What follows belongs to an exercise in optimizing a design on an open flow for small area and a short achievable clock period; a production flow would make more cautious choices.
At most, simulation tests tie the RTL to the original design; equivalence was not proved.
Power and IR drop assume default switching activity.

// adder_1
module adder_1 #(parameter DSIZE = 64)
            (
                in_a,
                in_b,
                in_c,
                in_d,
                sum,
                clk,
                rst_n
            );
Size in the first run: roughly 10000 µm² of cells after synthesis.
Settings: LEC_CHECK=0, CAP_MARGIN=20, CORE_MARGIN=2, CORE_UTILIZATION=40, CTS_BUF_LIST=sky130_fd_sc_hd__clkbuf_4 sky130_fd_sc_hd__clkbuf_8, SETUP_SLACK_MARGIN=2.05, SLEW_MARGIN=20, SYNTH_HIERARCHICAL=1, SYNTH_MINIMUM_KEEP_SIZE=0; clock period 4.0 ns.
standard.sh (not shown) runs the stock make flow with config.mk's settings and CLKGATE_MAP_FILE= SYNTH_SCRIPT=/design/flow/synth_recipe.tcl, a recipe that flattens the netlist after the stock synthesis.
==> flow/flow/run.sh <==
#!/bin/bash
export BUFFER_PORTS_ARGS="-buffer_cell sky130_fd_sc_hd__buf_1"
bash standard.sh ABC_LOAD_IN_FF=3 finish > standard.log 2>&1
==> next run, changes <==
==> flow/flow/run.sh (replaced) <==
#!/bin/bash
export BUFFER_PORTS_ARGS="-buffer_cell sky130_fd_sc_hd__buf_1"
bash standard.sh ABC_LOAD_IN_FF=3 RECOVER_POWER=100 finish > standard.log 2>&1
- SETUP_SLACK_MARGIN: 2.05 -> 2.0
Outcome:
- core utilization falls by 1.9 points
- worst hold slack hardly moves
- routed wire length falls by 0.75%
- design area falls by 3.7%
- area after synthesis is unchanged
- global-route usage barely changes
- non-clock buffer count falls by 5
- synthesized cell count does not change
- total power falls by 4.3%
- sequential power barely changes
==> next run, changes <==
==> flow/flow/run.sh (replaced) <==
#!/bin/bash
export BUFFER_PORTS_ARGS="-buffer_cell sky130_fd_sc_hd__buf_1"
bash standard.sh ABC_LOAD_IN_FF=3 finish > standard.log 2>&1
- SETUP_SLACK_MARGIN: 2.0 -> 1.95
The new run ran to the end with no violations.
Non-clock buffer count goes down by 6.
Cell area drops by 0.33%.
Combinational power hardly moves.
Clock-buffer cell count does not change.
Synthesized area is unchanged.


red:
adder_1, a different RTL version from the one above (not shown whole).
For scale: about 780 cells after synthesis, roughly 320 I/O pins.
export LEC_CHECK = 0
export CAP_MARGIN = 20
export CORE_MARGIN = 2
export CORE_UTILIZATION = 50
export PLACE_DENSITY = 0.7
export SETUP_SLACK_MARGIN = 2.3
export SLEW_MARGIN = 20
export SYNTH_HIERARCHICAL = 1
export SYNTH_MINIMUM_KEEP_SIZE = 0
create_clock -name core_clock -period 4.0 [get_ports {clk}]
==> flow/flow/run.sh <==
#!/bin/bash
export BUFFER_PORTS_ARGS="-buffer_cell sky130_fd_sc_hd__buf_1"
bash standard.sh > standard.log 2>&1
> inputs changed (red -> blue)
Settings: CORE_UTILIZATION: 50 -> 40; SETUP_SLACK_MARGIN: 2.3 -> 2.1; PLACE_DENSITY: 0.7 -> unset.
==> flow/flow/run.sh <==
#!/bin/bash
export BUFFER_PORTS_ARGS="-buffer_cell sky130_fd_sc_hd__buf_1"
bash standard.sh ABC_LOAD_IN_FF=3 finish > standard.log 2>&1
Results
Initial detailed-routing violation count (blue / red): 0.899
Compared with red, in blue worst setup slack up 27 ps; initial cell density of the core went down; worst hold slack increased by 6.1 ps relative to the old numbers.
Input changes introduced in green (baseline for comparison: blue):
Settings: SETUP_SLACK_MARGIN: 2.1 -> 2.2.
==> notes.md <==
Between green and blue, the total clock network power does not differ in any meaningful way.
Comparing green with blue, the sequential power came out essentially unchanged.
Re post-route cell area: green is 3.0% up on blue.
green: worst setup slack 20 ps above blue
Proportion of cell area occupied by multi-input gates (lower): blue
Lower area growth from synthesis to layout among green and blue: blue
[green vs blue] met3 track demand over resource in global routing: higher in green
Compared to blue, green has clock period minus worst slack 20 ps lower.
Delta (green minus blue): relative max-transition margin fell 14 points; total design power rose 2.4%.


Setup of run 1:
Starting RTL as in the previous note.
export LEC_CHECK = 0
export CAP_MARGIN = 20
export CORE_MARGIN = 2
export CORE_UTILIZATION = 40
export SETUP_SLACK_MARGIN = 2.2
export SLEW_MARGIN = 20
export SYNTH_HIERARCHICAL = 1
export SYNTH_MINIMUM_KEEP_SIZE = 0
create_clock -name core_clock -period 4.0 [get_ports {clk}]
==> flow/flow/run.sh <==
#!/bin/bash
export BUFFER_PORTS_ARGS="-buffer_cell sky130_fd_sc_hd__buf_1"
bash standard.sh > standard.log 2>&1
## Diff of input files: run 2 against run 1
Settings: a change of SETUP_SLACK_MARGIN from 2.2 to 1.9.
==> flow/flow/run.sh <==
#!/bin/bash
export BUFFER_PORTS_ARGS="-buffer_cell sky130_fd_sc_hd__buf_1"
bash standard.sh ABC_LOAD_IN_FF=3 finish > standard.log 2>&1
Findings:
Looking at final worst setup slack, run 2 sits 0.13 ns below run 1.
Run 2 vs. run 1: met2 usage dropped 0.84 points; well tap count dropped 5.
Against run 1, run 2 comes in 4 higher on count of clock-buffer cells in the layout.
## Diff of input files: run 3 against run 2
Settings: a change of SETUP_SLACK_MARGIN from 1.9 to 1.8.
--- outcome ---
Cell area after layout, run 3 vs run 2: down slightly. Ratio of total power to cell area delta for run 3 relative to run 2: 1.5% lower. Between run 2 and run 3, final worst-path cycle share increased. Going from run 2 to run 3, first-iteration DRC count has increased, part of the power in combinational logic up 0.2 points. Delta (run 3 minus run 2): combinational power moved down; relative area change from synthesis to final layout moved down; routed wire length moved down; proportion of power drawn by the clock network moved down; maximum frequency moved down. Of run 3 and run 2, it is run 3 that has the lower wire length of the first global-routing pass.


adder_1, a different RTL version from the one above (not shown whole).
For scale: roughly 190 flip-flops, ~320 I/O pins.
Settings: LEC_CHECK=0, CAP_MARGIN=20, CORE_MARGIN=2, CORE_UTILIZATION=40, CTS_BUF_LIST=sky130_fd_sc_hd__clkbuf_4 sky130_fd_sc_hd__clkbuf_8, GPL_ROUTABILITY_DRIVEN=0, SETUP_SLACK_MARGIN=2.0, SLEW_MARGIN=20, SYNTH_HIERARCHICAL=1, SYNTH_MINIMUM_KEEP_SIZE=0; clock period 4.0 ns.
==> flow/flow/run.sh <==
#!/bin/bash
export BUFFER_PORTS_ARGS="-buffer_cell sky130_fd_sc_hd__buf_1"
bash standard.sh ABC_LOAD_IN_FF=3 finish > standard.log 2>&1
The baseline passed the timing, design-rule and antenna checks.
Change:
Settings changed: GPL_ROUTABILITY_DRIVEN 0 to not set, SETUP_SLACK_MARGIN 2.0 to 2.05.
After rerunning: Via count went down by 0.53%; setup slack gains 61 ps; cell count stays flat; routed wire length went up by 1.9%; cell area went up by 2.4%; non-clock buffer count went up by 4; flip-flop and latch count does not change.
No run of this note included a check of the RTL's function; only the layout flow was run.


Setup of old:
RTL: one of the versions met above, not the one the previous note started from.
For scale: about 780 cells after synthesis, ~190 flip-flops, about 320 I/O pins, about 10000 µm² of cells after synthesis.
Settings: LEC_CHECK=0, CAP_MARGIN=20, CORE_MARGIN=2, CORE_UTILIZATION=40, CTS_BUF_LIST=sky130_fd_sc_hd__clkbuf_4 sky130_fd_sc_hd__clkbuf_8, SETUP_SLACK_MARGIN=2.0, SLEW_MARGIN=20, SYNTH_HIERARCHICAL=1, SYNTH_MINIMUM_KEEP_SIZE=0; clock period 4.0 ns.
Scripts as last shown in full above: flow/flow/run.sh
old completed every stage of the flow, and the final layout passed the timing, design-rule and antenna checks.
Setup changes, old to new
Settings: a change of CORE_UTILIZATION from 40 to 33.
--- outcome ---
- For the global routing met3 resource utilization, new came in 0.60 points lower than old did.
- Across both runs, met3 wirelength from detailed routing was higher for new than for old.
- Going from old to new, total power grew by a few percent.
- Wire length of the first global-routing pass (lower): old
- Looking at buffering stage count on the worst path with inverters included, new sits 1 lower than old does.
- Density: new sparser than old
- On clock-pin slew reported for the worst setup and hold paths after clock tree synthesis, new and old are basically level.
- old reached the final stage; the timing, design-rule and antenna checks on its layout passed.
- new completed end to end with timing, DRC and antenna clean.
- Min number of cells in the finished layout apart from fillers across new and old: old
- Proportion of layout cells with a drive suffix above 1 (higher): old
- Sequential power across new and old: no real change.
- Category of the critical setup timing path: flop to flop -> new, input pin to flop -> old
- Summary: minimum setup slack in the final design, new worse than old


Starting RTL as in the previous note.
// adder_1
module adder_1 #(parameter DSIZE = 64)
            (
                in_a,
                in_b,
                in_c,
                in_d,
                sum,
                clk,
                rst_n
            );
Settings: LEC_CHECK=0, CAP_MARGIN=20, CORE_MARGIN=2, CORE_UTILIZATION=40, CTS_BUF_LIST=sky130_fd_sc_hd__clkbuf_4 sky130_fd_sc_hd__clkbuf_8, PLACE_DENSITY=0.65, SETUP_SLACK_MARGIN=2.0, SLEW_MARGIN=20, SYNTH_HIERARCHICAL=1, SYNTH_MINIMUM_KEEP_SIZE=0; clock period 4.0 ns.
Scripts as last shown in full above: flow/flow/run.sh
The starting point completed with no timing, DRC or antenna violations.
Rerun with:
- PLACE_DENSITY: 0.65 -> not set
- SETUP_SLACK_MARGIN: 2.0 -> 2.1
The changed run ran to the end with no violations.
Area after synthesis is unchanged.
Cell area increases by 4.0%.
Non-clock buffer count climbs by 16.
Sequential cell count stays the same.
Power rose by 5.9%.
Die area stays the same.
Routed wire length increases by 1.9%.
Fmax rose by 3.2%.
Rerun with:
- CTS_CLUSTER_DIAMETER: not set -> 150
- CTS_CLUSTER_SIZE: not set -> 40
- SETUP_SLACK_MARGIN: 2.1 -> 2.0
Result: Register-to-register slack is worse by 40 ps; clock-buffer cell count rose by 1; global-route usage fell by 0.24 points; non-clock buffer count fell by 16; die area does not change; power fell by 4.8%; routed wire length fell by 3.6%; final area fell by 3.9%; fmax fell by 1.8%; critical path depth is unchanged.

==> what the ideal ports hide <==
How much do the figures lean on ideal ports? The routed layouts below were timed once more, with nothing changed but the port constraints.
Step 1 assumes that a clkbuf_16 drives the clock port and a buf_2 every other input.
Step 2 also shifts input and output timing later by t, the mid clock arrival at the registers, as if the neighbouring blocks saw the same clock.
a / b / c = ideal / step 1 / step 2; a / b = the first two.
| run | t, ns | setup WS [ns] | worst hold slack (ns) | worst slew at a driven data input, ns |
|---|---|---|---|---|
| the first run of note 1 | 0.504 | 2.048 / 2.059 / 1.570 | 0.361 / 0.361 / 0.361 | 0.07 |
| the second run of note 1 | 0.506 | 1.192 / 1.192 / 1.192 | 0.358 / 0.358 / 0.358 | 0.07 |
| the third run of note 1 | 0.503 | 1.981 / 1.981 / 1.641 | 0.233 / 0.215 / 0.360 | 0.06 |
| red | 0.466 | 2.031 / 2.048 / 1.582 | 0.357 / 0.357 / 0.357 | 0.06 |
| blue | 0.473 | 2.058 / 2.058 / 1.611 | 0.363 / 0.363 / 0.363 | 0.06 |
| green | 0.471 | 2.078 / 2.102 / 1.632 | 0.351 / 0.351 / 0.351 | 0.06 |
| run 1 | 0.474 | 2.069 / 2.096 / 1.623 | 0.362 / 0.362 / 0.362 | 0.06 |
| run 2 | 0.466 | 1.937 / 1.937 / 1.511 | 0.349 / 0.349 / 0.349 | 0.06 |
| run 3 | 0.470 | 1.877 / 1.877 / 1.469 | 0.351 / 0.351 / 0.351 | 0.06 |
| the first run of note 4 | 0.510 | 2.023 / 2.023 / 1.720 | 0.360 / 0.360 / 0.360 | 0.05 |
| the second run of note 4 | 0.500 | 2.085 / 2.085 / 1.696 | 0.348 / 0.337 / 0.356 | 0.07 |
| old | 0.504 | 2.054 / 2.079 / 1.575 | 0.361 / 0.361 / 0.361 | 0.08 |
| new | 0.511 | 1.978 / 1.978 / 1.586 | 0.361 / 0.361 / 0.361 | 0.07 |
| the first run of note 6 | 0.490 | 2.029 / 2.029 / 1.612 | 0.358 / 0.358 / 0.358 | 0.08 |
| the second run of note 6 | 0.501 | 2.090 / 2.116 / 1.615 | 0.357 / 0.357 / 0.357 | 0.07 |
| the third run of note 6 | 0.504 | 2.054 / 2.079 / 1.575 | 0.361 / 0.361 / 0.361 | 0.08 |
After both steps setup and hold are still met in every run listed.
